Context: an optimization exercise on an open-source flow, tuned for small area and a short achievable clock period. The choices shown serve that exercise and are no tape-out recipe. At most, simulation tests tie the RTL to the original design; equivalence was not proved. Function not checked in run 2: the RTL went through the layout flow alone. Power is estimated from default activity; no workload was simulated.

## flow/design.v (module list and top-level ports; edited modules follow where they fit)
// module line_buffer: 26 lines
// module conv_core: 2038 lines
// module csa_fa: 4 lines
// module booth_two: 3 lines
// module conv_top: 38 lines
module conv_top (
    input  wire        clk,
    input  wire        rst,
    input  wire        pixel_valid,
    input  wire [7:0]  pixel_in,
    input  wire [71:0] kernel_in,
    output wire signed [15:0] conv_out,
    output wire        conv_valid
);
  // ...
==> flow/flow/run.sh <==
#!/bin/bash
# The standard layout (standard.sh), with these changes:
#  - port buffers are plain buffers: buf_4 on the outputs, and buf_1 on the
#    inputs (swapped in after global placement by flow/small_inbuf.tcl);
#  - clock tree: sink clusters of up to 27 sinks within 90 um, no dummy loads;
#  - the timing repair steps aim for 7.8 ns of setup slack.
# Each tool's output goes to the ORFS logs; make's own output to standard.log.
bash standard.sh \
  BUFFER_PORTS_ARGS="-buffer_cell sky130_fd_sc_hd__buf_4" \
  POST_GLOBAL_PLACE_TCL="$PWD/flow/small_inbuf.tcl" \
  CTS_ARGS="-sink_clustering_enable -repair_clock_nets -sink_clustering_size 27 -sink_clustering_max_diameter 90 -dont_use_dummy_load" \
  SETUP_SLACK_MARGIN=7.8 \
  finish > standard.log 2>&1
==> flow/flow/small_inbuf.tcl <==
# Input port buffers only drive a register or two: use buf_1 for them.
set db [ord::get_db]
set block [ord::get_db_block]
set m [$db findMaster sky130_fd_sc_hd__buf_1]
set n 0
foreach bt [$block getBTerms] {
  if {[$bt getIoType] ne "INPUT" || [$bt getName] eq "clk"} { continue }
  set net [$bt getNet]
  foreach it [$net getITerms] {
    set inst [$it getInst]
    if {[[$inst getMaster] getName] eq "sky130_fd_sc_hd__buf_4"} {
      $inst swapMaster $m
      incr n
    }
  }
}
puts "small_inbuf: $n input buffers set to buf_1"
==> flow/standard.sh <==
#!/bin/bash
# synth_recipe.tcl (not shown) runs the flow's synth.tcl, then flattens the netlist and writes it again
# the make line also repeats each setting of config.mk as NAME=value (left out here)
make -C /OpenROAD-flow-scripts/flow DESIGN_CONFIG=/design/flow/config.mk WORK_HOME=/design/flow/orfs CLKGATE_MAP_FILE= SYNTH_SCRIPT=/design/flow/synth_recipe.tcl "${@:-finish}"
==> flow/config.mk <==
export PLATFORM = sky130hd
export DESIGN_NAME = conv_top
export DESIGN_NICKNAME = conv_top
export VERILOG_FILES = /design/flow/design.v
export SDC_FILE = /design/flow/constraint.sdc
export NUM_CORES = 4
export LEC_CHECK = 0
export CAP_MARGIN = 20
export CORE_MARGIN = 2
export CORE_UTILIZATION = 65
export CTS_CLUSTER_DIAMETER = 80
export CTS_CLUSTER_SIZE = 24
export PLACE_DENSITY = 0.72
export SLEW_MARGIN = 20
export SYNTH_HIERARCHICAL = 1
==> flow/constraint.sdc <==
create_clock -name core_clock -period 11.0 [get_ports {clk}]
set_input_delay 2.2000 -clock core_clock [delete_from_list [all_inputs] [get_ports {clk}]]
set_output_delay 2.2000 -clock core_clock [all_outputs]
set_load 0.01 [all_outputs]
==> Implementation_results.wiki, run 1 <==
{| class="wikitable"
! Metric !! Value
|-
| Area growth syn-to-layout || 6.61%
|-
| Setup CP Type || flip-flop to flip-flop
|-
| Tap cells || roughly 460
|-
| Fraction of the cycle the final worst path needs || around 29%
|-
| Critical Path Sink || u_core.r895
|-
| Tot GR Track Use || about 32%
|-
| Number of ordinary and repair buffers in the finished layout || ~150
|-
| Proportion of synthesized chip area in sequential cells || 40.0%
|-
| Drt total wl || roughly 58 mm
|-
| Total met2 wirelength after detailed routing || roughly 27 mm
|-
| MaxCap Viol Count || 0
|-
| Depth of the CTS H-tree || 1
|-
| Sequential power || ~2.3 mW
|-
| Top pwr grp || combinational cells
|-
| Final design utilization || ~71%
|-
| Count of unresolved DRC violations after routing || 0
|-
| Syn nets || 2244
|-
| Number of nets with antenna violations after detailed routing || 0
|-
| Global-route track usage on met2 || about 50%
|-
| Top cell by count, worst path || fa_1
|-
| Fraction of final layout cells sized beyond drive strength 1 || 10.2%
|-
| Length of routed wiring on met1 || 23.1 mm
|-
| Synth Register Bits || just under 400
|-
| Reg2reg start || u_core.ke[7]
|-
| Max rail drop VDD || between 0.0007 and 0.0008 V
|-
| Initial core utilization || between 60 and 70%
|-
| EDFF count, synth || about 140
|-
| Result of the run || timing/DRC/antenna clean
|-
| Family of cells with the greatest summed delay on the critical path || adder cells
|-
| Area of the die || between 30000 and 40000 um2
|-
| Data required time of the worst path || between 10 and 15 ns
|-
| Root buf cell || clkbuf_16
|-
| Endpoint, Worst Hold || u_core.r1098
|-
| Final count of hold timing violations || 0
|-
| Area of the multi-input gates || 13200 um2
|-
| Reg2reg end || u_core.r895
|-
| Net count, final || approximately 2200
|-
| Setup-violating endpoint count in the final report || 0
|-
| Clock network power || 745 uW
|-
| Cell Rows || 68
|-
| Compound-Gate Fraction of Synth Area || 8.69%
|-
| Final worst clock skew || 0.0428 ns
|-
| Inst Count DP || approximately 2200
|-
| Sequential share of power || a little under a third
|-
| Leading cell type in the layout, fill and taps excluded || fa_1
|}
==> run 2: changes to the inputs <==
--- a/flow/design.v
+++ b/flow/design.v
@@ -1170,91 +1170,57 @@
     integer i, k;
     reg [8:0] wb;
     always @(posedge clk) begin
         for (i = 0; i < 9; i = i + 1) begin
             wb = {kernel[71-8*i -: 8], 1'b0};
             for (k = 0; k < 4; k = k + 1) begin
                 ke[(4*i+k)*3]   <= wb[2*k+2];
                 ke[(4*i+k)*3+1] <= wb[2*k+1] ^ wb[2*k];
+                if (k == 2 || k == 3)
+                    ke[(4*i+k)*3+2] <= (wb[2*k+2] & ~wb[2*k+1] & ~wb[2*k]) | (~wb[2*k+2] & wb[2*k+1] & wb[2*k]);
             end
         end
     end
     wire two_0_0;
     assign two_0_0 = ke[0] & ~ke[1];
     wire two_0_1;
     booth_two u_two0_1 (.n(ke[3]), .nb(ke[0]), .one(ke[4]), .two(two_0_1));
-    wire two_0_2;
-    booth_two u_two0_2 (.n(ke[6]), .nb(ke[3]), .one(ke[7]), .two(two_0_2));
-    wire two_0_3;
-    booth_two u_two0_3 (.n(ke[9]), .nb(ke[6]), .one(ke[10]), .two(two_0_3));
     wire two_1_0;
     assign two_1_0 = ke[12] & ~ke[13];
     wire two_1_1;
     booth_two u_two1_1 (.n(ke[15]), .nb(ke[12]), .one(ke[16]), .two(two_1_1));
-    wire two_1_2;
-    booth_two u_two1_2 (.n(ke[18]), .nb(ke[15]), .one(ke[19]), .two(two_1_2));
-    wire two_1_3;
-    booth_two u_two1_3 (.n(ke[21]), .nb(ke[18]), .one(ke[22]), .two(two_1_3));
     wire two_2_0;
     assign two_2_0 = ke[24] & ~ke[25];
     wire two_2_1;
     booth_two u_two2_1 (.n(ke[27]), .nb(ke[24]), .one(ke[28]), .two(two_2_1));
-    wire two_2_2;
-    booth_two u_two2_2 (.n(ke[30]), .nb(ke[27]), .one(ke[31]), .two(two_2_2));
-    wire two_2_3;
-    booth_two u_two2_3 (.n(ke[33]), .nb(ke[30]), .one(ke[34]), .two(two_2_3));
     wire two_3_0;
     assign two_3_0 = ke[36] & ~ke[37];
     wire two_3_1;
     booth_two u_two3_1 (.n(ke[39]), .nb(ke[36]), .one(ke[40]), .two(two_3_1));
-    wire two_3_2;
-    booth_two u_two3_2 (.n(ke[42]), .nb(ke[39]), .one(ke[43]), .two(two_3_2));
-    wire two_3_3;
-    booth_two u_two3_3 (.n(ke[45]), .nb(ke[42]), .one(ke[46]), .two(two_3_3));
     wire two_4_0;
     assign two_4_0 = ke[48] & ~ke[49];
     wire two_4_1;
     booth_two u_two4_1 (.n(ke[51]), .nb(ke[48]), .one(ke[52]), .two(two_4_1));
-    wire two_4_2;
-    booth_two u_two4_2 (.n(ke[54]), .nb(ke[51]), .one(ke[55]), .two(two_4_2));
-    wire two_4_3;
-    booth_two u_two4_3 (.n(ke[57]), .nb(ke[54]), .one(ke[58]), .two(two_4_3));
     wire two_5_0;
     assign two_5_0 = ke[60] & ~ke[61];
     wire two_5_1;
     booth_two u_two5_1 (.n(ke[63]), .nb(ke[60]), .one(ke[64]), .two(two_5_1));
-    wire two_5_2;
-    booth_two u_two5_2 (.n(ke[66]), .nb(ke[63]), .one(ke[67]), .two(two_5_2));
-    wire two_5_3;
-    booth_two u_two5_3 (.n(ke[69]), .nb(ke[66]), .one(ke[70]), .two(two_5_3));
     wire two_6_0;
     assign two_6_0 = ke[72] & ~ke[73];
     wire two_6_1;
     booth_two u_two6_1 (.n(ke[75]), .nb(ke[72]), .one(ke[76]), .two(two_6_1));
-    wire two_6_2;
-    booth_two u_two6_2 (.n(ke[78]), .nb(ke[75]), .one(ke[79]), .two(two_6_2));
-    wire two_6_3;
-    booth_two u_two6_3 (.n(ke[81]), .nb(ke[78]), .one(ke[82]), .two(two_6_3));
     wire two_7_0;
     assign two_7_0 = ke[84] & ~ke[85];
     wire two_7_1;
     booth_two u_two7_1 (.n(ke[87]), .nb(ke[84]), .one(ke[88]), .two(two_7_1));
-    wire two_7_2;
-    booth_two u_two7_2 (.n(ke[90]), .nb(ke[87]), .one(ke[91]), .two(two_7_2));
-    wire two_7_3;
-    booth_two u_two7_3 (.n(ke[93]), .nb(ke[90]), .one(ke[94]), .two(two_7_3));
     wire two_8_0;
     assign two_8_0 = ke[96] & ~ke[97];
     wire two_8_1;
     booth_two u_two8_1 (.n(ke[99]), .nb(ke[96]), .one(ke[100]), .two(two_8_1));
-    wire two_8_2;
-    booth_two u_two8_2 (.n(ke[102]), .nb(ke[99]), .one(ke[103]), .two(two_8_2));
-    wire two_8_3;
-    booth_two u_two8_3 (.n(ke[105]), .nb(ke[102]), .one(ke[106]), .two(two_8_3));
     assign pp1 = ((ke[1] & px[64]) ^ ke[0]);
     assign pp2 = (((ke[1] & px[65]) | (two_0_0 & px[64])) ^ ke[0]);
     assign pp3 = (((ke[1] & px[66]) | (two_0_0 & px[65])) ^ ke[0]);
     assign pp4 = (((ke[1] & px[67]) | (two_0_0 & px[66])) ^ ke[0]);
     assign pp5 = (((ke[1] & px[68]) | (two_0_0 & px[67])) ^ ke[0]);
     assign pp6 = (((ke[1] & px[69]) | (two_0_0 & px[68])) ^ ke[0]);
     assign pp7 = (((ke[1] & px[70]) | (two_0_0 & px[69])) ^ ke[0]);
     assign pp8 = (((ke[1] & px[71]) | (two_0_0 & px[70])) ^ ke[0]);
@@ -1264,33 +1230,33 @@
     assign pp12 = (((ke[4] & px[66]) | (two_0_1 & px[65])) ^ ke[3]);
     assign pp13 = (((ke[4] & px[67]) | (two_0_1 & px[66])) ^ ke[3]);
     assign pp14 = (((ke[4] & px[68]) | (two_0_1 & px[67])) ^ ke[3]);
     assign pp15 = (((ke[4] & px[69]) | (two_0_1 & px[68])) ^ ke[3]);
     assign pp16 = (((ke[4] & px[70]) | (two_0_1 & px[69])) ^ ke[3]);
     assign pp17 = (((ke[4] & px[71]) | (two_0_1 & px[70])) ^ ke[3]);
     assign pp18 = ~(((ke[4] | two_0_1) & px[71]) ^ ke[3]);
     assign pp19 = ((ke[7] & px[64]) ^ ke[6]);
-    assign pp20 = (((ke[7] & px[65]) | (two_0_2 & px[64])) ^ ke[6]);
-    assign pp21 = (((ke[7] & px[66]) | (two_0_2 & px[65])) ^ ke[6]);
-    assign pp22 = (((ke[7] & px[67]) | (two_0_2 & px[66])) ^ ke[6]);
-    assign pp23 = (((ke[7] & px[68]) | (two_0_2 & px[67])) ^ ke[6]);
-    assign pp24 = (((ke[7] & px[69]) | (two_0_2 & px[68])) ^ ke[6]);
-    assign pp25 = (((ke[7] & px[70]) | (two_0_2 & px[69])) ^ ke[6]);
-    assign pp26 = (((ke[7] & px[71]) | (two_0_2 & px[70])) ^ ke[6]);
-    assign pp27 = ~(((ke[7] | two_0_2) & px[71]) ^ ke[6]);
+    assign pp20 = (((ke[7] & px[65]) | (ke[8] & px[64])) ^ ke[6]);
+    assign pp21 = (((ke[7] & px[66]) | (ke[8] & px[65])) ^ ke[6]);
+    assign pp22 = (((ke[7] & px[67]) | (ke[8] & px[66])) ^ ke[6]);
+    assign pp23 = (((ke[7] & px[68]) | (ke[8] & px[67])) ^ ke[6]);
+    assign pp24 = (((ke[7] & px[69]) | (ke[8] & px[68])) ^ ke[6]);
+    assign pp25 = (((ke[7] & px[70]) | (ke[8] & px[69])) ^ ke[6]);
+    assign pp26 = (((ke[7] & px[71]) | (ke[8] & px[70])) ^ ke[6]);
+    assign pp27 = ~(((ke[7] | ke[8]) & px[71]) ^ ke[6]);
     assign pp28 = ((ke[10] & px[64]) ^ ke[9]);
-    assign pp29 = (((ke[10] & px[65]) | (two_0_3 & px[64])) ^ ke[9]);
-    assign pp30 = (((ke[10] & px[66]) | (two_0_3 & px[65])) ^ ke[9]);
-    assign pp31 = (((ke[10] & px[67]) | (two_0_3 & px[66])) ^ ke[9]);
-    assign pp32 = (((ke[10] & px[68]) | (two_0_3 & px[67])) ^ ke[9]);
-    assign pp33 = (((ke[10] & px[69]) | (two_0_3 & px[68])) ^ ke[9]);
-    assign pp34 = (((ke[10] & px[70]) | (two_0_3 & px[69])) ^ ke[9]);
-    assign pp35 = (((ke[10] & px[71]) | (two_0_3 & px[70])) ^ ke[9]);
-    assign pp36 = ~(((ke[10] | two_0_3) & px[71]) ^ ke[9]);
+    assign pp29 = (((ke[10] & px[65]) | (ke[11] & px[64])) ^ ke[9]);
+    assign pp30 = (((ke[10] & px[66]) | (ke[11] & px[65])) ^ ke[9]);
+    assign pp31 = (((ke[10] & px[67]) | (ke[11] & px[66])) ^ ke[9]);
+    assign pp32 = (((ke[10] & px[68]) | (ke[11] & px[67])) ^ ke[9]);
+    assign pp33 = (((ke[10] & px[69]) | (ke[11] & px[68])) ^ ke[9]);
+    assign pp34 = (((ke[10] & px[70]) | (ke[11] & px[69])) ^ ke[9]);
+    assign pp35 = (((ke[10] & px[71]) | (ke[11] & px[70])) ^ ke[9]);
+    assign pp36 = ~(((ke[10] | ke[11]) & px[71]) ^ ke[9]);
     assign pp37 = ((ke[13] & px[56]) ^ ke[12]);
     assign pp38 = (((ke[13] & px[57]) | (two_1_0 & px[56])) ^ ke[12]);
     assign pp39 = (((ke[13] & px[58]) | (two_1_0 & px[57])) ^ ke[12]);
     assign pp40 = (((ke[13] & px[59]) | (two_1_0 & px[58])) ^ ke[12]);
     assign pp41 = (((ke[13] & px[60]) | (two_1_0 & px[59])) ^ ke[12]);
     assign pp42 = (((ke[13] & px[61]) | (two_1_0 & px[60])) ^ ke[12]);
     assign pp43 = (((ke[13] & px[62]) | (two_1_0 & px[61])) ^ ke[12]);
     assign pp44 = (((ke[13] & px[63]) | (two_1_0 & px[62])) ^ ke[12]);
@@ -1300,33 +1266,33 @@
     assign pp48 = (((ke[16] & px[58]) | (two_1_1 & px[57])) ^ ke[15]);
     assign pp49 = (((ke[16] & px[59]) | (two_1_1 & px[58])) ^ ke[15]);
     assign pp50 = (((ke[16] & px[60]) | (two_1_1 & px[59])) ^ ke[15]);
     assign pp51 = (((ke[16] & px[61]) | (two_1_1 & px[60])) ^ ke[15]);
     assign pp52 = (((ke[16] & px[62]) | (two_1_1 & px[61])) ^ ke[15]);
     assign pp53 = (((ke[16] & px[63]) | (two_1_1 & px[62])) ^ ke[15]);
     assign pp54 = ~(((ke[16] | two_1_1) & px[63]) ^ ke[15]);
     assign pp55 = ((ke[19] & px[56]) ^ ke[18]);
-    assign pp56 = (((ke[19] & px[57]) | (two_1_2 & px[56])) ^ ke[18]);
-    assign pp57 = (((ke[19] & px[58]) | (two_1_2 & px[57])) ^ ke[18]);
-    assign pp58 = (((ke[19] & px[59]) | (two_1_2 & px[58])) ^ ke[18]);
-    assign pp59 = (((ke[19] & px[60]) | (two_1_2 & px[59])) ^ ke[18]);
-    assign pp60 = (((ke[19] & px[61]) | (two_1_2 & px[60])) ^ ke[18]);
-    assign pp61 = (((ke[19] & px[62]) | (two_1_2 & px[61])) ^ ke[18]);
-    assign pp62 = (((ke[19] & px[63]) | (two_1_2 & px[62])) ^ ke[18]);
-    assign pp63 = ~(((ke[19] | two_1_2) & px[63]) ^ ke[18]);
+    assign pp56 = (((ke[19] & px[57]) | (ke[20] & px[56])) ^ ke[18]);
+    assign pp57 = (((ke[19] & px[58]) | (ke[20] & px[57])) ^ ke[18]);
+    assign pp58 = (((ke[19] & px[59]) | (ke[20] & px[58])) ^ ke[18]);
+    assign pp59 = (((ke[19] & px[60]) | (ke[20] & px[59])) ^ ke[18]);
+    assign pp60 = (((ke[19] & px[61]) | (ke[20] & px[60])) ^ ke[18]);
+    assign pp61 = (((ke[19] & px[62]) | (ke[20] & px[61])) ^ ke[18]);
+    assign pp62 = (((ke[19] & px[63]) | (ke[20] & px[62])) ^ ke[18]);
+    assign pp63 = ~(((ke[19] | ke[20]) & px[63]) ^ ke[18]);
     assign pp64 = ((ke[22] & px[56]) ^ ke[21]);
-    assign pp65 = (((ke[22] & px[57]) | (two_1_3 & px[56])) ^ ke[21]);
-    assign pp66 = (((ke[22] & px[58]) | (two_1_3 & px[57])) ^ ke[21]);
-    assign pp67 = (((ke[22] & px[59]) | (two_1_3 & px[58])) ^ ke[21]);
-    assign pp68 = (((ke[22] & px[60]) | (two_1_3 & px[59])) ^ ke[21]);
-    assign pp69 = (((ke[22] & px[61]) | (two_1_3 & px[60])) ^ ke[21]);
-    assign pp70 = (((ke[22] & px[62]) | (two_1_3 & px[61])) ^ ke[21]);
-    assign pp71 = (((ke[22] & px[63]) | (two_1_3 & px[62])) ^ ke[21]);
-    assign pp72 = ~(((ke[22] | two_1_3) & px[63]) ^ ke[21]);
+    assign pp65 = (((ke[22] & px[57]) | (ke[23] & px[56])) ^ ke[21]);
+    assign pp66 = (((ke[22] & px[58]) | (ke[23] & px[57])) ^ ke[21]);
+    assign pp67 = (((ke[22] & px[59]) | (ke[23] & px[58])) ^ ke[21]);
+    assign pp68 = (((ke[22] & px[60]) | (ke[23] & px[59])) ^ ke[21]);
+    assign pp69 = (((ke[22] & px[61]) | (ke[23] & px[60])) ^ ke[21]);
+    assign pp70 = (((ke[22] & px[62]) | (ke[23] & px[61])) ^ ke[21]);
+    assign pp71 = (((ke[22] & px[63]) | (ke[23] & px[62])) ^ ke[21]);
+    assign pp72 = ~(((ke[22] | ke[23]) & px[63]) ^ ke[21]);
     assign pp73 = ((ke[25] & px[48]) ^ ke[24]);
     assign pp74 = (((ke[25] & px[49]) | (two_2_0 & px[48])) ^ ke[24]);
     assign pp75 = (((ke[25] & px[50]) | (two_2_0 & px[49])) ^ ke[24]);
     assign pp76 = (((ke[25] & px[51]) | (two_2_0 & px[50])) ^ ke[24]);
     assign pp77 = (((ke[25] & px[52]) | (two_2_0 & px[51])) ^ ke[24]);
     assign pp78 = (((ke[25] & px[53]) | (two_2_0 & px[52])) ^ ke[24]);
     assign pp79 = (((ke[25] & px[54]) | (two_2_0 & px[53])) ^ ke[24]);
     assign pp80 = (((ke[25] & px[55]) | (two_2_0 & px[54])) ^ ke[24]);
@@ -1336,33 +1302,33 @@
     assign pp84 = (((ke[28] & px[50]) | (two_2_1 & px[49])) ^ ke[27]);
     assign pp85 = (((ke[28] & px[51]) | (two_2_1 & px[50])) ^ ke[27]);
     assign pp86 = (((ke[28] & px[52]) | (two_2_1 & px[51])) ^ ke[27]);
     assign pp87 = (((ke[28] & px[53]) | (two_2_1 & px[52])) ^ ke[27]);
     assign pp88 = (((ke[28] & px[54]) | (two_2_1 & px[53])) ^ ke[27]);
     assign pp89 = (((ke[28] & px[55]) | (two_2_1 & px[54])) ^ ke[27]);
     assign pp90 = ~(((ke[28] | two_2_1) & px[55]) ^ ke[27]);
     assign pp91 = ((ke[31] & px[48]) ^ ke[30]);
-    assign pp92 = (((ke[31] & px[49]) | (two_2_2 & px[48])) ^ ke[30]);
-    assign pp93 = (((ke[31] & px[50]) | (two_2_2 & px[49])) ^ ke[30]);
-    assign pp94 = (((ke[31] & px[51]) | (two_2_2 & px[50])) ^ ke[30]);
-    assign pp95 = (((ke[31] & px[52]) | (two_2_2 & px[51])) ^ ke[30]);
-    assign pp96 = (((ke[31] & px[53]) | (two_2_2 & px[52])) ^ ke[30]);
-    assign pp97 = (((ke[31] & px[54]) | (two_2_2 & px[53])) ^ ke[30]);
-    assign pp98 = (((ke[31] & px[55]) | (two_2_2 & px[54])) ^ ke[30]);
-    assign pp99 = ~(((ke[31] | two_2_2) & px[55]) ^ ke[30]);
+    assign pp92 = (((ke[31] & px[49]) | (ke[32] & px[48])) ^ ke[30]);
+    assign pp93 = (((ke[31] & px[50]) | (ke[32] & px[49])) ^ ke[30]);
+    assign pp94 = (((ke[31] & px[51]) | (ke[32] & px[50])) ^ ke[30]);
+    assign pp95 = (((ke[31] & px[52]) | (ke[32] & px[51])) ^ ke[30]);
+    assign pp96 = (((ke[31] & px[53]) | (ke[32] & px[52])) ^ ke[30]);
+    assign pp97 = (((ke[31] & px[54]) | (ke[32] & px[53])) ^ ke[30]);
+    assign pp98 = (((ke[31] & px[55]) | (ke[32] & px[54])) ^ ke[30]);
+    assign pp99 = ~(((ke[31] | ke[32]) & px[55]) ^ ke[30]);
     assign pp100 = ((ke[34] & px[48]) ^ ke[33]);
-    assign pp101 = (((ke[34] & px[49]) | (two_2_3 & px[48])) ^ ke[33]);
-    assign pp102 = (((ke[34] & px[50]) | (two_2_3 & px[49])) ^ ke[33]);
-    assign pp103 = (((ke[34] & px[51]) | (two_2_3 & px[50])) ^ ke[33]);
-    assign pp104 = (((ke[34] & px[52]) | (two_2_3 & px[51])) ^ ke[33]);
-    assign pp105 = (((ke[34] & px[53]) | (two_2_3 & px[52])) ^ ke[33]);
-    assign pp106 = (((ke[34] & px[54]) | (two_2_3 & px[53])) ^ ke[33]);
-    assign pp107 = (((ke[34] & px[55]) | (two_2_3 & px[54])) ^ ke[33]);
-    assign pp108 = ~(((ke[34] | two_2_3) & px[55]) ^ ke[33]);
+    assign pp101 = (((ke[34] & px[49]) | (ke[35] & px[48])) ^ ke[33]);
+    assign pp102 = (((ke[34] & px[50]) | (ke[35] & px[49])) ^ ke[33]);
+    assign pp103 = (((ke[34] & px[51]) | (ke[35] & px[50])) ^ ke[33]);
+    assign pp104 = (((ke[34] & px[52]) | (ke[35] & px[51])) ^ ke[33]);
+    assign pp105 = (((ke[34] & px[53]) | (ke[35] & px[52])) ^ ke[33]);
+    assign pp106 = (((ke[34] & px[54]) | (ke[35] & px[53])) ^ ke[33]);
+    assign pp107 = (((ke[34] & px[55]) | (ke[35] & px[54])) ^ ke[33]);
+    assign pp108 = ~(((ke[34] | ke[35]) & px[55]) ^ ke[33]);
     assign pp109 = ((ke[37] & px[40]) ^ ke[36]);
     assign pp110 = (((ke[37] & px[41]) | (two_3_0 & px[40])) ^ ke[36]);
     assign pp111 = (((ke[37] & px[42]) | (two_3_0 & px[41])) ^ ke[36]);
     assign pp112 = (((ke[37] & px[43]) | (two_3_0 & px[42])) ^ ke[36]);
     assign pp113 = (((ke[37] & px[44]) | (two_3_0 & px[43])) ^ ke[36]);
     assign pp114 = (((ke[37] & px[45]) | (two_3_0 & px[44])) ^ ke[36]);
     assign pp115 = (((ke[37] & px[46]) | (two_3_0 & px[45])) ^ ke[36]);
     assign pp116 = (((ke[37] & px[47]) | (two_3_0 & px[46])) ^ ke[36]);
@@ -1372,33 +1338,33 @@
     assign pp120 = (((ke[40] & px[42]) | (two_3_1 & px[41])) ^ ke[39]);
     assign pp121 = (((ke[40] & px[43]) | (two_3_1 & px[42])) ^ ke[39]);
     assign pp122 = (((ke[40] & px[44]) | (two_3_1 & px[43])) ^ ke[39]);
     assign pp123 = (((ke[40] & px[45]) | (two_3_1 & px[44])) ^ ke[39]);
     assign pp124 = (((ke[40] & px[46]) | (two_3_1 & px[45])) ^ ke[39]);
     assign pp125 = (((ke[40] & px[47]) | (two_3_1 & px[46])) ^ ke[39]);
     assign pp126 = ~(((ke[40] | two_3_1) & px[47]) ^ ke[39]);
     assign pp127 = ((ke[43] & px[40]) ^ ke[42]);
-    assign pp128 = (((ke[43] & px[41]) | (two_3_2 & px[40])) ^ ke[42]);
-    assign pp129 = (((ke[43] & px[42]) | (two_3_2 & px[41])) ^ ke[42]);
-    assign pp130 = (((ke[43] & px[43]) | (two_3_2 & px[42])) ^ ke[42]);
-    assign pp131 = (((ke[43] & px[44]) | (two_3_2 & px[43])) ^ ke[42]);
-    assign pp132 = (((ke[43] & px[45]) | (two_3_2 & px[44])) ^ ke[42]);
-    assign pp133 = (((ke[43] & px[46]) | (two_3_2 & px[45])) ^ ke[42]);
-    assign pp134 = (((ke[43] & px[47]) | (two_3_2 & px[46])) ^ ke[42]);
-    assign pp135 = ~(((ke[43] | two_3_2) & px[47]) ^ ke[42]);
+    assign pp128 = (((ke[43] & px[41]) | (ke[44] & px[40])) ^ ke[42]);
+    assign pp129 = (((ke[43] & px[42]) | (ke[44] & px[41])) ^ ke[42]);
+    assign pp130 = (((ke[43] & px[43]) | (ke[44] & px[42])) ^ ke[42]);
+    assign pp131 = (((ke[43] & px[44]) | (ke[44] & px[43])) ^ ke[42]);
+    assign pp132 = (((ke[43] & px[45]) | (ke[44] & px[44])) ^ ke[42]);
+    assign pp133 = (((ke[43] & px[46]) | (ke[44] & px[45])) ^ ke[42]);
+    assign pp134 = (((ke[43] & px[47]) | (ke[44] & px[46])) ^ ke[42]);
+    assign pp135 = ~(((ke[43] | ke[44]) & px[47]) ^ ke[42]);
     assign pp136 = ((ke[46] & px[40]) ^ ke[45]);
-    assign pp137 = (((ke[46] & px[41]) | (two_3_3 & px[40])) ^ ke[45]);
-    assign pp138 = (((ke[46] & px[42]) | (two_3_3 & px[41])) ^ ke[45]);
-    assign pp139 = (((ke[46] & px[43]) | (two_3_3 & px[42])) ^ ke[45]);
-    assign pp140 = (((ke[46] & px[44]) | (two_3_3 & px[43])) ^ ke[45]);
-    assign pp141 = (((ke[46] & px[45]) | (two_3_3 & px[44])) ^ ke[45]);
-    assign pp142 = (((ke[46] & px[46]) | (two_3_3 & px[45])) ^ ke[45]);
-    assign pp143 = (((ke[46] & px[47]) | (two_3_3 & px[46])) ^ ke[45]);
-    assign pp144 = ~(((ke[46] | two_3_3) & px[47]) ^ ke[45]);
+    assign pp137 = (((ke[46] & px[41]) | (ke[47] & px[40])) ^ ke[45]);
+    assign pp138 = (((ke[46] & px[42]) | (ke[47] & px[41])) ^ ke[45]);
+    assign pp139 = (((ke[46] & px[43]) | (ke[47] & px[42])) ^ ke[45]);
+    assign pp140 = (((ke[46] & px[44]) | (ke[47] & px[43])) ^ ke[45]);
+    assign pp141 = (((ke[46] & px[45]) | (ke[47] & px[44])) ^ ke[45]);
+    assign pp142 = (((ke[46] & px[46]) | (ke[47] & px[45])) ^ ke[45]);
+    assign pp143 = (((ke[46] & px[47]) | (ke[47] & px[46])) ^ ke[45]);
+    assign pp144 = ~(((ke[46] | ke[47]) & px[47]) ^ ke[45]);
     assign pp145 = ((ke[49] & px[32]) ^ ke[48]);
     assign pp146 = (((ke[49] & px[33]) | (two_4_0 & px[32])) ^ ke[48]);
     assign pp147 = (((ke[49] & px[34]) | (two_4_0 & px[33])) ^ ke[48]);
     assign pp148 = (((ke[49] & px[35]) | (two_4_0 & px[34])) ^ ke[48]);
     assign pp149 = (((ke[49] & px[36]) | (two_4_0 & px[35])) ^ ke[48]);
     assign pp150 = (((ke[49] & px[37]) | (two_4_0 & px[36])) ^ ke[48]);
     assign pp151 = (((ke[49] & px[38]) | (two_4_0 & px[37])) ^ ke[48]);
     assign pp152 = (((ke[49] & px[39]) | (two_4_0 & px[38])) ^ ke[48]);
@@ -1408,33 +1374,33 @@
     assign pp156 = (((ke[52] & px[34]) | (two_4_1 & px[33])) ^ ke[51]);
     assign pp157 = (((ke[52] & px[35]) | (two_4_1 & px[34])) ^ ke[51]);
     assign pp158 = (((ke[52] & px[36]) | (two_4_1 & px[35])) ^ ke[51]);
     assign pp159 = (((ke[52] & px[37]) | (two_4_1 & px[36])) ^ ke[51]);
     assign pp160 = (((ke[52] & px[38]) | (two_4_1 & px[37])) ^ ke[51]);
     assign pp161 = (((ke[52] & px[39]) | (two_4_1 & px[38])) ^ ke[51]);
     assign pp162 = ~(((ke[52] | two_4_1) & px[39]) ^ ke[51]);
     assign pp163 = ((ke[55] & px[32]) ^ ke[54]);
-    assign pp164 = (((ke[55] & px[33]) | (two_4_2 & px[32])) ^ ke[54]);
-    assign pp165 = (((ke[55] & px[34]) | (two_4_2 & px[33])) ^ ke[54]);
-    assign pp166 = (((ke[55] & px[35]) | (two_4_2 & px[34])) ^ ke[54]);
-    assign pp167 = (((ke[55] & px[36]) | (two_4_2 & px[35])) ^ ke[54]);
-    assign pp168 = (((ke[55] & px[37]) | (two_4_2 & px[36])) ^ ke[54]);
-    assign pp169 = (((ke[55] & px[38]) | (two_4_2 & px[37])) ^ ke[54]);
-    assign pp170 = (((ke[55] & px[39]) | (two_4_2 & px[38])) ^ ke[54]);
-    assign pp171 = ~(((ke[55] | two_4_2) & px[39]) ^ ke[54]);
+    assign pp164 = (((ke[55] & px[33]) | (ke[56] & px[32])) ^ ke[54]);
+    assign pp165 = (((ke[55] & px[34]) | (ke[56] & px[33])) ^ ke[54]);
+    assign pp166 = (((ke[55] & px[35]) | (ke[56] & px[34])) ^ ke[54]);
+    assign pp167 = (((ke[55] & px[36]) | (ke[56] & px[35])) ^ ke[54]);
+    assign pp168 = (((ke[55] & px[37]) | (ke[56] & px[36])) ^ ke[54]);
+    assign pp169 = (((ke[55] & px[38]) | (ke[56] & px[37])) ^ ke[54]);
+    assign pp170 = (((ke[55] & px[39]) | (ke[56] & px[38])) ^ ke[54]);
+    assign pp171 = ~(((ke[55] | ke[56]) & px[39]) ^ ke[54]);
     assign pp172 = ((ke[58] & px[32]) ^ ke[57]);
-    assign pp173 = (((ke[58] & px[33]) | (two_4_3 & px[32])) ^ ke[57]);
-    assign pp174 = (((ke[58] & px[34]) | (two_4_3 & px[33])) ^ ke[57]);
-    assign pp175 = (((ke[58] & px[35]) | (two_4_3 & px[34])) ^ ke[57]);
-    assign pp176 = (((ke[58] & px[36]) | (two_4_3 & px[35])) ^ ke[57]);
-    assign pp177 = (((ke[58] & px[37]) | (two_4_3 & px[36])) ^ ke[57]);
-    assign pp178 = (((ke[58] & px[38]) | (two_4_3 & px[37])) ^ ke[57]);
-    assign pp179 = (((ke[58] & px[39]) | (two_4_3 & px[38])) ^ ke[57]);
-    assign pp180 = ~(((ke[58] | two_4_3) & px[39]) ^ ke[57]);
+    assign pp173 = (((ke[58] & px[33]) | (ke[59] & px[32])) ^ ke[57]);
+    assign pp174 = (((ke[58] & px[34]) | (ke[59] & px[33])) ^ ke[57]);
+    assign pp175 = (((ke[58] & px[35]) | (ke[59] & px[34])) ^ ke[57]);
+    assign pp176 = (((ke[58] & px[36]) | (ke[59] & px[35])) ^ ke[57]);
+    assign pp177 = (((ke[58] & px[37]) | (ke[59] & px[36])) ^ ke[57]);
+    assign pp178 = (((ke[58] & px[38]) | (ke[59] & px[37])) ^ ke[57]);
+    assign pp179 = (((ke[58] & px[39]) | (ke[59] & px[38])) ^ ke[57]);
+    assign pp180 = ~(((ke[58] | ke[59]) & px[39]) ^ ke[57]);
     assign pp181 = ((ke[61] & px[24]) ^ ke[60]);
     assign pp182 = (((ke[61] & px[25]) | (two_5_0 & px[24])) ^ ke[60]);
     assign pp183 = (((ke[61] & px[26]) | (two_5_0 & px[25])) ^ ke[60]);
     assign pp184 = (((ke[61] & px[27]) | (two_5_0 & px[26])) ^ ke[60]);
     assign pp185 = (((ke[61] & px[28]) | (two_5_0 & px[27])) ^ ke[60]);
     assign pp186 = (((ke[61] & px[29]) | (two_5_0 & px[28])) ^ ke[60]);
     assign pp187 = (((ke[61] & px[30]) | (two_5_0 & px[29])) ^ ke[60]);
     assign pp188 = (((ke[61] & px[31]) | (two_5_0 & px[30])) ^ ke[60]);
@@ -1444,33 +1410,33 @@
     assign pp192 = (((ke[64] & px[26]) | (two_5_1 & px[25])) ^ ke[63]);
     assign pp193 = (((ke[64] & px[27]) | (two_5_1 & px[26])) ^ ke[63]);
     assign pp194 = (((ke[64] & px[28]) | (two_5_1 & px[27])) ^ ke[63]);
     assign pp195 = (((ke[64] & px[29]) | (two_5_1 & px[28])) ^ ke[63]);
     assign pp196 = (((ke[64] & px[30]) | (two_5_1 & px[29])) ^ ke[63]);
     assign pp197 = (((ke[64] & px[31]) | (two_5_1 & px[30])) ^ ke[63]);
     assign pp198 = ~(((ke[64] | two_5_1) & px[31]) ^ ke[63]);
     assign pp199 = ((ke[67] & px[24]) ^ ke[66]);
-    assign pp200 = (((ke[67] & px[25]) | (two_5_2 & px[24])) ^ ke[66]);
-    assign pp201 = (((ke[67] & px[26]) | (two_5_2 & px[25])) ^ ke[66]);
-    assign pp202 = (((ke[67] & px[27]) | (two_5_2 & px[26])) ^ ke[66]);
-    assign pp203 = (((ke[67] & px[28]) | (two_5_2 & px[27])) ^ ke[66]);
-    assign pp204 = (((ke[67] & px[29]) | (two_5_2 & px[28])) ^ ke[66]);
-    assign pp205 = (((ke[67] & px[30]) | (two_5_2 & px[29])) ^ ke[66]);
-    assign pp206 = (((ke[67] & px[31]) | (two_5_2 & px[30])) ^ ke[66]);
-    assign pp207 = ~(((ke[67] | two_5_2) & px[31]) ^ ke[66]);
+    assign pp200 = (((ke[67] & px[25]) | (ke[68] & px[24])) ^ ke[66]);
+    assign pp201 = (((ke[67] & px[26]) | (ke[68] & px[25])) ^ ke[66]);
+    assign pp202 = (((ke[67] & px[27]) | (ke[68] & px[26])) ^ ke[66]);
+    assign pp203 = (((ke[67] & px[28]) | (ke[68] & px[27])) ^ ke[66]);
+    assign pp204 = (((ke[67] & px[29]) | (ke[68] & px[28])) ^ ke[66]);
+    assign pp205 = (((ke[67] & px[30]) | (ke[68] & px[29])) ^ ke[66]);
+    assign pp206 = (((ke[67] & px[31]) | (ke[68] & px[30])) ^ ke[66]);
+    assign pp207 = ~(((ke[67] | ke[68]) & px[31]) ^ ke[66]);
     assign pp208 = ((ke[70] & px[24]) ^ ke[69]);
-    assign pp209 = (((ke[70] & px[25]) | (two_5_3 & px[24])) ^ ke[69]);
-    assign pp210 = (((ke[70] & px[26]) | (two_5_3 & px[25])) ^ ke[69]);
-    assign pp211 = (((ke[70] & px[27]) | (two_5_3 & px[26])) ^ ke[69]);
-    assign pp212 = (((ke[70] & px[28]) | (two_5_3 & px[27])) ^ ke[69]);
-    assign pp213 = (((ke[70] & px[29]) | (two_5_3 & px[28])) ^ ke[69]);
-    assign pp214 = (((ke[70] & px[30]) | (two_5_3 & px[29])) ^ ke[69]);
-    assign pp215 = (((ke[70] & px[31]) | (two_5_3 & px[30])) ^ ke[69]);
-    assign pp216 = ~(((ke[70] | two_5_3) & px[31]) ^ ke[69]);
+    assign pp209 = (((ke[70] & px[25]) | (ke[71] & px[24])) ^ ke[69]);
+    assign pp210 = (((ke[70] & px[26]) | (ke[71] & px[25])) ^ ke[69]);
+    assign pp211 = (((ke[70] & px[27]) | (ke[71] & px[26])) ^ ke[69]);
+    assign pp212 = (((ke[70] & px[28]) | (ke[71] & px[27])) ^ ke[69]);
+    assign pp213 = (((ke[70] & px[29]) | (ke[71] & px[28])) ^ ke[69]);
+    assign pp214 = (((ke[70] & px[30]) | (ke[71] & px[29])) ^ ke[69]);
+    assign pp215 = (((ke[70] & px[31]) | (ke[71] & px[30])) ^ ke[69]);
+    assign pp216 = ~(((ke[70] | ke[71]) & px[31]) ^ ke[69]);
     assign pp217 = ((ke[73] & px[16]) ^ ke[72]);
     assign pp218 = (((ke[73] & px[17]) | (two_6_0 & px[16])) ^ ke[72]);
     assign pp219 = (((ke[73] & px[18]) | (two_6_0 & px[17])) ^ ke[72]);
     assign pp220 = (((ke[73] & px[19]) | (two_6_0 & px[18])) ^ ke[72]);
     assign pp221 = (((ke[73] & px[20]) | (two_6_0 & px[19])) ^ ke[72]);
     assign pp222 = (((ke[73] & px[21]) | (two_6_0 & px[20])) ^ ke[72]);
     assign pp223 = (((ke[73] & px[22]) | (two_6_0 & px[21])) ^ ke[72]);
     assign pp224 = (((ke[73] & px[23]) | (two_6_0 & px[22])) ^ ke[72]);
@@ -1480,33 +1446,33 @@
     assign pp228 = (((ke[76] & px[18]) | (two_6_1 & px[17])) ^ ke[75]);
     assign pp229 = (((ke[76] & px[19]) | (two_6_1 & px[18])) ^ ke[75]);
     assign pp230 = (((ke[76] & px[20]) | (two_6_1 & px[19])) ^ ke[75]);
     assign pp231 = (((ke[76] & px[21]) | (two_6_1 & px[20])) ^ ke[75]);
     assign pp232 = (((ke[76] & px[22]) | (two_6_1 & px[21])) ^ ke[75]);
     assign pp233 = (((ke[76] & px[23]) | (two_6_1 & px[22])) ^ ke[75]);
     assign pp234 = ~(((ke[76] | two_6_1) & px[23]) ^ ke[75]);
     assign pp235 = ((ke[79] & px[16]) ^ ke[78]);
-    assign pp236 = (((ke[79] & px[17]) | (two_6_2 & px[16])) ^ ke[78]);
-    assign pp237 = (((ke[79] & px[18]) | (two_6_2 & px[17])) ^ ke[78]);
-    assign pp238 = (((ke[79] & px[19]) | (two_6_2 & px[18])) ^ ke[78]);
-    assign pp239 = (((ke[79] & px[20]) | (two_6_2 & px[19])) ^ ke[78]);
-    assign pp240 = (((ke[79] & px[21]) | (two_6_2 & px[20])) ^ ke[78]);
-    assign pp241 = (((ke[79] & px[22]) | (two_6_2 & px[21])) ^ ke[78]);
-    assign pp242 = (((ke[79] & px[23]) | (two_6_2 & px[22])) ^ ke[78]);
-    assign pp243 = ~(((ke[79] | two_6_2) & px[23]) ^ ke[78]);
+    assign pp236 = (((ke[79] & px[17]) | (ke[80] & px[16])) ^ ke[78]);
+    assign pp237 = (((ke[79] & px[18]) | (ke[80] & px[17])) ^ ke[78]);
+    assign pp238 = (((ke[79] & px[19]) | (ke[80] & px[18])) ^ ke[78]);
+    assign pp239 = (((ke[79] & px[20]) | (ke[80] & px[19])) ^ ke[78]);
+    assign pp240 = (((ke[79] & px[21]) | (ke[80] & px[20])) ^ ke[78]);
+    assign pp241 = (((ke[79] & px[22]) | (ke[80] & px[21])) ^ ke[78]);
+    assign pp242 = (((ke[79] & px[23]) | (ke[80] & px[22])) ^ ke[78]);
+    assign pp243 = ~(((ke[79] | ke[80]) & px[23]) ^ ke[78]);
     assign pp244 = ((ke[82] & px[16]) ^ ke[81]);
-    assign pp245 = (((ke[82] & px[17]) | (two_6_3 & px[16])) ^ ke[81]);
-    assign pp246 = (((ke[82] & px[18]) | (two_6_3 & px[17])) ^ ke[81]);
-    assign pp247 = (((ke[82] & px[19]) | (two_6_3 & px[18])) ^ ke[81]);
-    assign pp248 = (((ke[82] & px[20]) | (two_6_3 & px[19])) ^ ke[81]);
-    assign pp249 = (((ke[82] & px[21]) | (two_6_3 & px[20])) ^ ke[81]);
-    assign pp250 = (((ke[82] & px[22]) | (two_6_3 & px[21])) ^ ke[81]);
-    assign pp251 = (((ke[82] & px[23]) | (two_6_3 & px[22])) ^ ke[81]);
-    assign pp252 = ~(((ke[82] | two_6_3) & px[23]) ^ ke[81]);
+    assign pp245 = (((ke[82] & px[17]) | (ke[83] & px[16])) ^ ke[81]);
+    assign pp246 = (((ke[82] & px[18]) | (ke[83] & px[17])) ^ ke[81]);
+    assign pp247 = (((ke[82] & px[19]) | (ke[83] & px[18])) ^ ke[81]);
+    assign pp248 = (((ke[82] & px[20]) | (ke[83] & px[19])) ^ ke[81]);
+    assign pp249 = (((ke[82] & px[21]) | (ke[83] & px[20])) ^ ke[81]);
+    assign pp250 = (((ke[82] & px[22]) | (ke[83] & px[21])) ^ ke[81]);
+    assign pp251 = (((ke[82] & px[23]) | (ke[83] & px[22])) ^ ke[81]);
+    assign pp252 = ~(((ke[82] | ke[83]) & px[23]) ^ ke[81]);
     assign pp253 = ((ke[85] & px[8]) ^ ke[84]);
     assign pp254 = (((ke[85] & px[9]) | (two_7_0 & px[8])) ^ ke[84]);
     assign pp255 = (((ke[85] & px[10]) | (two_7_0 & px[9])) ^ ke[84]);
     assign pp256 = (((ke[85] & px[11]) | (two_7_0 & px[10])) ^ ke[84]);
     assign pp257 = (((ke[85] & px[12]) | (two_7_0 & px[11])) ^ ke[84]);
     assign pp258 = (((ke[85] & px[13]) | (two_7_0 & px[12])) ^ ke[84]);
     assign pp259 = (((ke[85] & px[14]) | (two_7_0 & px[13])) ^ ke[84]);
     assign pp260 = (((ke[85] & px[15]) | (two_7_0 & px[14])) ^ ke[84]);
@@ -1516,33 +1482,33 @@
     assign pp264 = (((ke[88] & px[10]) | (two_7_1 & px[9])) ^ ke[87]);
     assign pp265 = (((ke[88] & px[11]) | (two_7_1 & px[10])) ^ ke[87]);
     assign pp266 = (((ke[88] & px[12]) | (two_7_1 & px[11])) ^ ke[87]);
     assign pp267 = (((ke[88] & px[13]) | (two_7_1 & px[12])) ^ ke[87]);
     assign pp268 = (((ke[88] & px[14]) | (two_7_1 & px[13])) ^ ke[87]);
     assign pp269 = (((ke[88] & px[15]) | (two_7_1 & px[14])) ^ ke[87]);
     assign pp270 = ~(((ke[88] | two_7_1) & px[15]) ^ ke[87]);
     assign pp271 = ((ke[91] & px[8]) ^ ke[90]);
-    assign pp272 = (((ke[91] & px[9]) | (two_7_2 & px[8])) ^ ke[90]);
-    assign pp273 = (((ke[91] & px[10]) | (two_7_2 & px[9])) ^ ke[90]);
-    assign pp274 = (((ke[91] & px[11]) | (two_7_2 & px[10])) ^ ke[90]);
-    assign pp275 = (((ke[91] & px[12]) | (two_7_2 & px[11])) ^ ke[90]);
-    assign pp276 = (((ke[91] & px[13]) | (two_7_2 & px[12])) ^ ke[90]);
-    assign pp277 = (((ke[91] & px[14]) | (two_7_2 & px[13])) ^ ke[90]);
-    assign pp278 = (((ke[91] & px[15]) | (two_7_2 & px[14])) ^ ke[90]);
-    assign pp279 = ~(((ke[91] | two_7_2) & px[15]) ^ ke[90]);
+    assign pp272 = (((ke[91] & px[9]) | (ke[92] & px[8])) ^ ke[90]);
+    assign pp273 = (((ke[91] & px[10]) | (ke[92] & px[9])) ^ ke[90]);
+    assign pp274 = (((ke[91] & px[11]) | (ke[92] & px[10])) ^ ke[90]);
+    assign pp275 = (((ke[91] & px[12]) | (ke[92] & px[11])) ^ ke[90]);
+    assign pp276 = (((ke[91] & px[13]) | (ke[92] & px[12])) ^ ke[90]);
+    assign pp277 = (((ke[91] & px[14]) | (ke[92] & px[13])) ^ ke[90]);
+    assign pp278 = (((ke[91] & px[15]) | (ke[92] & px[14])) ^ ke[90]);
+    assign pp279 = ~(((ke[91] | ke[92]) & px[15]) ^ ke[90]);
     assign pp280 = ((ke[94] & px[8]) ^ ke[93]);
-    assign pp281 = (((ke[94] & px[9]) | (two_7_3 & px[8])) ^ ke[93]);
-    assign pp282 = (((ke[94] & px[10]) | (two_7_3 & px[9])) ^ ke[93]);
-    assign pp283 = (((ke[94] & px[11]) | (two_7_3 & px[10])) ^ ke[93]);
-    assign pp284 = (((ke[94] & px[12]) | (two_7_3 & px[11])) ^ ke[93]);
-    assign pp285 = (((ke[94] & px[13]) | (two_7_3 & px[12])) ^ ke[93]);
-    assign pp286 = (((ke[94] & px[14]) | (two_7_3 & px[13])) ^ ke[93]);
-    assign pp287 = (((ke[94] & px[15]) | (two_7_3 & px[14])) ^ ke[93]);
-    assign pp288 = ~(((ke[94] | two_7_3) & px[15]) ^ ke[93]);
+    assign pp281 = (((ke[94] & px[9]) | (ke[95] & px[8])) ^ ke[93]);
+    assign pp282 = (((ke[94] & px[10]) | (ke[95] & px[9])) ^ ke[93]);
+    assign pp283 = (((ke[94] & px[11]) | (ke[95] & px[10])) ^ ke[93]);
+    assign pp284 = (((ke[94] & px[12]) | (ke[95] & px[11])) ^ ke[93]);
+    assign pp285 = (((ke[94] & px[13]) | (ke[95] & px[12])) ^ ke[93]);
+    assign pp286 = (((ke[94] & px[14]) | (ke[95] & px[13])) ^ ke[93]);
+    assign pp287 = (((ke[94] & px[15]) | (ke[95] & px[14])) ^ ke[93]);
+    assign pp288 = ~(((ke[94] | ke[95]) & px[15]) ^ ke[93]);
     assign pp289 = ((ke[97] & px[0]) ^ ke[96]);
     assign pp290 = (((ke[97] & px[1]) | (two_8_0 & px[0])) ^ ke[96]);
     assign pp291 = (((ke[97] & px[2]) | (two_8_0 & px[1])) ^ ke[96]);
     assign pp292 = (((ke[97] & px[3]) | (two_8_0 & px[2])) ^ ke[96]);
     assign pp293 = (((ke[97] & px[4]) | (two_8_0 & px[3])) ^ ke[96]);
     assign pp294 = (((ke[97] & px[5]) | (two_8_0 & px[4])) ^ ke[96]);
     assign pp295 = (((ke[97] & px[6]) | (two_8_0 & px[5])) ^ ke[96]);
     assign pp296 = (((ke[97] & px[7]) | (two_8_0 & px[6])) ^ ke[96]);
@@ -1552,33 +1518,33 @@
     assign pp300 = (((ke[100] & px[2]) | (two_8_1 & px[1])) ^ ke[99]);
     assign pp301 = (((ke[100] & px[3]) | (two_8_1 & px[2])) ^ ke[99]);
     assign pp302 = (((ke[100] & px[4]) | (two_8_1 & px[3])) ^ ke[99]);
     assign pp303 = (((ke[100] & px[5]) | (two_8_1 & px[4])) ^ ke[99]);
     assign pp304 = (((ke[100] & px[6]) | (two_8_1 & px[5])) ^ ke[99]);
     assign pp305 = (((ke[100] & px[7]) | (two_8_1 & px[6])) ^ ke[99]);
     assign pp306 = ~(((ke[100] | two_8_1) & px[7]) ^ ke[99]);
     assign pp307 = ((ke[103] & px[0]) ^ ke[102]);
-    assign pp308 = (((ke[103] & px[1]) | (two_8_2 & px[0])) ^ ke[102]);
-    assign pp309 = (((ke[103] & px[2]) | (two_8_2 & px[1])) ^ ke[102]);
-    assign pp310 = (((ke[103] & px[3]) | (two_8_2 & px[2])) ^ ke[102]);
-    assign pp311 = (((ke[103] & px[4]) | (two_8_2 & px[3])) ^ ke[102]);
-    assign pp312 = (((ke[103] & px[5]) | (two_8_2 & px[4])) ^ ke[102]);
-    assign pp313 = (((ke[103] & px[6]) | (two_8_2 & px[5])) ^ ke[102]);
-    assign pp314 = (((ke[103] & px[7]) | (two_8_2 & px[6])) ^ ke[102]);
-    assign pp315 = ~(((ke[103] | two_8_2) & px[7]) ^ ke[102]);
+    assign pp308 = (((ke[103] & px[1]) | (ke[104] & px[0])) ^ ke[102]);
+    assign pp309 = (((ke[103] & px[2]) | (ke[104] & px[1])) ^ ke[102]);
+    assign pp310 = (((ke[103] & px[3]) | (ke[104] & px[2])) ^ ke[102]);
+    assign pp311 = (((ke[103] & px[4]) | (ke[104] & px[3])) ^ ke[102]);
+    assign pp312 = (((ke[103] & px[5]) | (ke[104] & px[4])) ^ ke[102]);
+    assign pp313 = (((ke[103] & px[6]) | (ke[104] & px[5])) ^ ke[102]);
+    assign pp314 = (((ke[103] & px[7]) | (ke[104] & px[6])) ^ ke[102]);
+    assign pp315 = ~(((ke[103] | ke[104]) & px[7]) ^ ke[102]);
     assign pp316 = ((ke[106] & px[0]) ^ ke[105]);
-    assign pp317 = (((ke[106] & px[1]) | (two_8_3 & px[0])) ^ ke[105]);
-    assign pp318 = (((ke[106] & px[2]) | (two_8_3 & px[1])) ^ ke[105]);
-    assign pp319 = (((ke[106] & px[3]) | (two_8_3 & px[2])) ^ ke[105]);
-    assign pp320 = (((ke[106] & px[4]) | (two_8_3 & px[3])) ^ ke[105]);
-    assign pp321 = (((ke[106] & px[5]) | (two_8_3 & px[4])) ^ ke[105]);
-    assign pp322 = (((ke[106] & px[6]) | (two_8_3 & px[5])) ^ ke[105]);
-    assign pp323 = (((ke[106] & px[7]) | (two_8_3 & px[6])) ^ ke[105]);
-    assign pp324 = ~(((ke[106] | two_8_3) & px[7]) ^ ke[105]);
+    assign pp317 = (((ke[106] & px[1]) | (ke[107] & px[0])) ^ ke[105]);
+    assign pp318 = (((ke[106] & px[2]) | (ke[107] & px[1])) ^ ke[105]);
+    assign pp319 = (((ke[106] & px[3]) | (ke[107] & px[2])) ^ ke[105]);
+    assign pp320 = (((ke[106] & px[4]) | (ke[107] & px[3])) ^ ke[105]);
+    assign pp321 = (((ke[106] & px[5]) | (ke[107] & px[4])) ^ ke[105]);
+    assign pp322 = (((ke[106] & px[6]) | (ke[107] & px[5])) ^ ke[105]);
+    assign pp323 = (((ke[106] & px[7]) | (ke[107] & px[6])) ^ ke[105]);
+    assign pp324 = ~(((ke[106] | ke[107]) & px[7]) ^ ke[105]);
     csa_fa u_s325 (.a(ke[0]), .b(ke[12]), .c(ke[24]), .s(s325), .co(c326));
     csa_fa u_s327 (.a(ke[36]), .b(ke[48]), .c(ke[60]), .s(s327), .co(c328));
     csa_fa u_s329 (.a(ke[72]), .b(ke[84]), .c(ke[96]), .s(s329), .co(c330));
     csa_fa u_s331 (.a(s325), .b(s327), .c(s329), .s(s331), .co(c332));
     csa_fa u_s333 (.a(pp1), .b(pp37), .c(pp73), .s(s333), .co(c334));
     csa_fa u_s335 (.a(pp109), .b(pp145), .c(pp181), .s(s335), .co(c336));
     csa_fa u_s337 (.a(pp217), .b(pp253), .c(pp289), .s(s337), .co(c338));
     csa_fa u_s339 (.a(s331), .b(s333), .c(s335), .s(s339), .co(c340));
==> flow/flow/run.sh (replaced) <==
#!/bin/bash
# The standard layout (standard.sh), with these changes:
#  - port buffers are plain buffers: buf_2 on the outputs, and buf_1 on the
#    inputs (swapped in after global placement by flow/small_inbuf.tcl);
#  - clock tree: sink clusters of up to 27 sinks within 90 um, no dummy loads;
#  - the timing repair steps aim for 7.75 ns of setup slack.
# Each tool's output goes to the ORFS logs; make's own output to standard.log.
bash standard.sh \
  BUFFER_PORTS_ARGS="-buffer_cell sky130_fd_sc_hd__buf_2" \
  POST_GLOBAL_PLACE_TCL="$PWD/flow/small_inbuf.tcl" \
  CTS_ARGS="-sink_clustering_enable -repair_clock_nets -sink_clustering_size 27 -sink_clustering_max_diameter 90 -dont_use_dummy_load" \
  SETUP_SLACK_MARGIN=7.75 \
  finish > standard.log 2>&1
==> flow/flow/small_inbuf.tcl (replaced) <==
# Input port buffers only drive a register or two: use buf_1 for them.
set db [ord::get_db]
set block [ord::get_db_block]
set m [$db findMaster sky130_fd_sc_hd__buf_1]
set n 0
foreach bt [$block getBTerms] {
  if {[$bt getIoType] ne "INPUT" || [$bt getName] eq "clk"} { continue }
  set net [$bt getNet]
  foreach it [$net getITerms] {
    set inst [$it getInst]
    if {[[$inst getMaster] getName] eq "sky130_fd_sc_hd__buf_2"} {
      $inst swapMaster $m
      incr n
    }
  }
}
puts "small_inbuf: $n input buffers set to buf_1"
==> run 2 against run 1 <==
  * Still clean
  * Final cell count grew 0.62%
  * Total power down 2.2%
  * Register-to-register slack better by 0.08 ns
  * Synthesized area is 2.0% higher
  * Non-clock buffer count shrank 38
  * Die area rose by 1.9%
  * Via count grew 1.9%
  * Fmax up 1.8%
  * First-iteration DRC count shrank 5.0%
  * Largest cell class unchanged
==> Implementation_results.wiki, run 2 <==
{| class="wikitable"
! Metric !! Value
|-
| Setup repair after global routing missed its margin || no (was yes)
|-
| Async S/R FF share, synth || 1.74% (was 1.82%)
|-
| Relative slew slack || 32.5% (was 32.0%)
|-
| Critical path's largest stage delay || 0.32 ns (was 0.60 ns)
|-
| Number of flip-flops under the largest register name || 144 (unchanged)
|-
| Via Count || 13900 (was 13700)
|-
| Register bank with the most flops || u_line_buffer.taps (unchanged)
|-
| CTS tree || built (unchanged)
|-
| Fraction of the cycle the final worst path needs || 29.0% (was 29.5%)
|-
| Class of the tightest hold or removal check || flip-flop to flip-flop (unchanged)
|-
| Synthesized cell area || 23400 um2 (was 23000 um2)
|-
| EDFF count, synth || 144 (unchanged)
|-
| Yosys synthesis warning count || 9 (unchanged)
|-
| Tot GR Track Use || 31.2% (was 32.4%)
|-
| Leading cell type in the layout, fill and taps excluded || fa_1 (unchanged)
|-
| Final worst clock skew || 0.0309 ns (was 0.0428 ns)
|-
| CP startpoint kind || flip-flop (unchanged)
|-
| Achievable clock frequency || 0.314 GHz (was 0.308 GHz)
|-
| Finished Layout Cells || 2281 (was 2267)
|-
| Pin count of the biggest net entering global routing || 80 (unchanged)
|-
| Crit path capture type || output port (was flip-flop)
|-
| Area of the die || 37600 um2 (was 36800 um2)
|-
| Clock edge transition at the registers on the reported setup and hold paths || 0.10 ns (about the same)
|-
| Die H || 194 um (was 192 um)
|-
| Arrival time at the worst endpoint || 0.99 ns (was 3.67 ns)
|-
| First-pass GRT wire length || 86.7 mm (was 84.4 mm)
|-
| Depth of the CTS H-tree || 1 (unchanged)
|-
| Data required time of the worst path || 8.80 ns (was 11.43 ns)
|-
| Initial antenna violation count || 0 (unchanged)
|-
| Cell Rows || 69 (was 68)
|-
| CTS max path bufs || 3 (unchanged)
|-
| Slew at the pin closest to its max-slew limit || 1.01 ns (was 1.02 ns)
|-
| Wire length per cell || 25.0 um (was 25.6 um)
|-
| Inst Count DP || 2253 (was 2202)
|-
| Final sum of negative setup slack || 0 ns (unchanged)
|-
| Area growth syn-to-layout || 3.96% (was 6.61%)
|-
| Final count of pins violating max slew || 0 (unchanged)
|-
| Largest regs || u_line_buffer.taps (144), u_core.ke (90), u_core.conv_out (16) (was u_line_buffer.taps (144), u_core.ke (72), u_core.conv_out (16))
|-
| Horiz. Die Dim || 194 um (was 192 um)
|-
| Number of search-and-repair iterations in the first detailed-routing pass || 5 (was 6)
|-
| Diodes inserted || 0 (unchanged)
|-
| Vias in the first global route || 14100 (was 13500)
|-
| Synth Register Bits || 403 (was 385)
|-
| Clock buffers created by TritonCTS || 20 (was 19)
|-
| Later-pin clock latency in the skew report || 0.56 ns (was 0.54 ns)
|-
| Static power due to leakage || 8.80 nW (was 8.87 nW)
|-
| Setup-violating endpoint count in the final report || 0 (unchanged)
|-
| Commonest cells post-synth || fa_1, dfxtp_1, xnor2_1, a22oi_1, clkbuf_1 (was fa_1, xnor2_1, dfxtp_1, a22oi_1, clkbuf_1)
|-
| Final period demand of the worst path || 3.19 ns (was 3.24 ns)
|-
| Final count of hold timing violations || 0 (unchanged)
|-
| Slowest cell on crit path || dfxtp_1 (unchanged)
|-
| Starting DRT DRC Count || 1376 (was 1449)
|-
| Family of cells with the greatest summed delay on the critical path || flip-flops (was adder cells)
|-
| Initial core utilization || 66.0% (was 66.3%)
|-
| Area of the core || 35500 um2 (was 34600 um2)
|-
| Root buf cell || clkbuf_16 (unchanged)
|-
| Number of hold buffers added after cts || 0 (unchanged)
|-
| Portion of synthesized cell area occupied by the leading cell type || 28.0% (was 28.6%)
|-
| Via density per instance || 6.11 (was 6.03)
|-
| Total congestion overflow || 0 (unchanged)
|-
| Result of the run || timing/DRC/antenna clean (unchanged)
|-
| Max rail drop VDD || 0.000630 V (was 0.000771 V)
|-
| Cell types with the largest area share after synthesis || fa_1, dfxtp_1, edfxtp_1 (unchanged)
|-
| MaxCap Viol Count || 0 (unchanged)
|-
| Number of nets with antenna violations after detailed routing || 0 (unchanged)
|-
| Net count, final || 2245 (was 2237)
|-
| Setup CP Type || flip-flop to output port (was flip-flop to flip-flop)
|-
| Fraction of final layout cells sized beyond drive strength 1 || 5.00% (was 10.2%)
|-
| Estimated wirelength of the detail-placed design || 45.4 mm (was 45.7 mm)
|-
| Largest area contributor in the netlist || fa_1 (unchanged)
|-
| Cells along the critical path || buf_2 (was nor2_2 > buf_4 > a22oi_1 > xor2_1 > ha_1 > inv_1 > fa_1 > fa_1 > fa_1)
|-
| Syn nets || 2289 (was 2244)
|-
| Proportion of synthesized chip area in sequential cells || 40.8% (was 40.0%)
|-
| Drt total wl || 57.1 mm (was 58.1 mm)
|-
| IO Count || 100 (unchanged)
|-
| Synthesized area divided by synthesized cell count || 12.5 um2 (was 12.6 um2)
|-
| Count of input and output buffers || 99 (unchanged)
|-
| Number of standard cells after synthesis || 1866 (was 1821)
|-
| Post-synth cell types || 40 (unchanged)
|-
| Total power density per cell area || 310 nW/um2 (was 315 nW/um2)
|-
| Commonest cells after routing, fill and taps aside || fa_1, xnor2_1, dfxtp_1, a22oi_1, edfxtp_1 (was fa_1, xnor2_1, a22oi_1, dfxtp_1, edfxtp_1)
|-
| Top FF cell, synth || dfxtp_1 (unchanged)
|-
| Most common cell in the netlist || fa_1 (unchanged)
|-
| WP buf/inv || 1 (was 2)
|-
| Count of unresolved DRC violations after routing || 0 (unchanged)
|-
| Maximum fanout along the worst path || 1 (was 10)
|-
| Count of clock tree sinks || 403 (was 385)
|}
## run 2: cell types whose count changed in the layout (fill, tap and decap cells not counted), moves of 13 or more
| cell | previous run | this run |
|---|---|---|
| dfxtp_1 | 181 | 232 |
| buf_4 | 49 | 9 |
| dfxtp_4 | 34 | 5 |
| nand2_1 | 103 | 121 |
| o21ai_0 | 91 | 109 |
| buf_2 | 0 | 17 |
| buf_6 | 15 | 0 |
| xnor2_1 | 257 | 244 |
## run 2: power breakdown
group / internal [mW] / total [mW] / switching [mW]
Clock: 0.326 / 0.773 / 0.447
Combinational: 2.00 / 4.40 / 2.40
Sequential: 2.06 / 2.38 / 0.325
Total: 4.38 / 7.55 / 3.17
## run 2: modules after synthesis, one instance, submodules excluded
module / area [um2] / copies in the design / cells inside
conv_core: 12000 / 1 / 1351
line_buffer: 4560 / 1 / 160
conv_top: 180 / 1 / 9
csa_fa: 20.0 / 328 / 1
booth_two: 12.5 / 9 / 2
## run 2: cell type report
class,count,area [um2]
multi-input cells,1283,13200
fillers,2588,11100
flip-flops and latches,403,9580
well taps,461,577
clock buffers,20,500
repair buffers,108,460
inverters,6,22.5
## run 2: stage by stage
step / hold slack (ns) / cell area (um2) / utilization (%) / power, mW / worst slack (ns)
3_5_place_dp: 0.313 / 23700 / 66.9 / 6.75 / 7.41
4_1_cts: 0.335 / 24200 / 68.3 / 7.53 / 7.75
5_1_grt: 0.339 / 24300 / 68.6 / 8.11 / 7.74
3_3_place_gp: 0.314 / 23800 / 67.1 / 6.54 / 7.45
6_report: 0.332 / 24300 / 68.6 / 7.55 / 7.81
2_1_floorplan: 0.310 / 23400 / - / 4.96 / 8.17
## run 2: what timing repair did
action,in CTS,in global routing
pin swaps,0,1
setup endpoints to repair,53,48
buffers inserted,0,8
cloned,0,0
gates resized for setup,19,13
## run 2: worst paths after layout
| check | startpoint | end | slack, ns | cells past startpoint |
|---|---|---|---|---|
| worst max-delay path | u_core.conv_valid | conv_valid | 7.81 | 1 |
| worst min-delay path | u_core.r825 | u_core.r1099 | 0.33 | 0 |
| worst max register to register | u_core.ke[0] | u_core.r895 | 7.84 | 9 |
| worst min register to register | u_core.r825 | u_core.r1099 | 0.33 | 0 |
| max in group asynchronous | rst | u_line_buffer.row[0] | 9.31 | 2 |
| min in group asynchronous | rst | u_core.vpipe[1] | 1.47 | 2 |
## run 2: layer usage
layer	global-route usage [%]	vias to the layer above	share of wire [%]
met2	50.0	614	47
met4	10.4	0	3.8
met5	0	-	0
met3	5.69	94	8.2
li1	-	6131	-
met1	43.8	7096	41
## run 2: cell families after synthesis
| kind of cell | Yosys count | synth area share, % |
|---|---|---|
| multiplexers | 13 | 0.647 |
| AO/OA/AOI/OAI | 313 | 8.91 |
| AND/OR/NAND/NOR | 306 | 6.39 |
| buffers and inverters | 180 | 2.98 |
| flip-flops | 403 | 40.8 |
| adder cells (fa/ha/maj) | 340 | 28.7 |
| XOR/XNOR | 311 | 11.6 |

==> static timing again, ports no longer ideal <==
No port has a modelled driver above. Below, the same layouts with a new extraction and two added sets of constraints.
Step 1 (the two cells are an assumption about what drives the block):
set clk [get_ports {clk}]
set_driving_cell -lib_cell sky130_fd_sc_hd__clkbuf_16 $clk
set_driving_cell -lib_cell sky130_fd_sc_hd__buf_2 [delete_from_list [all_inputs] $clk]
Step 2 moves the port delays by t, midway between the first and last clock arrival at a register: inputs arrive t later, outputs are due t later. That takes back most of the time a late clock gives input paths.
Slacks: ideal / step 1 / step 2; pairs: ideal / step 1.
run	t (ns)	setup WS [ns]	worst setup path at the end
run 1	0.577	7.758 / 7.758 / 7.758	register to register
run 2	0.597	7.815 / 7.759 / 7.843	register to register
After both steps every run listed still meets setup and hold.
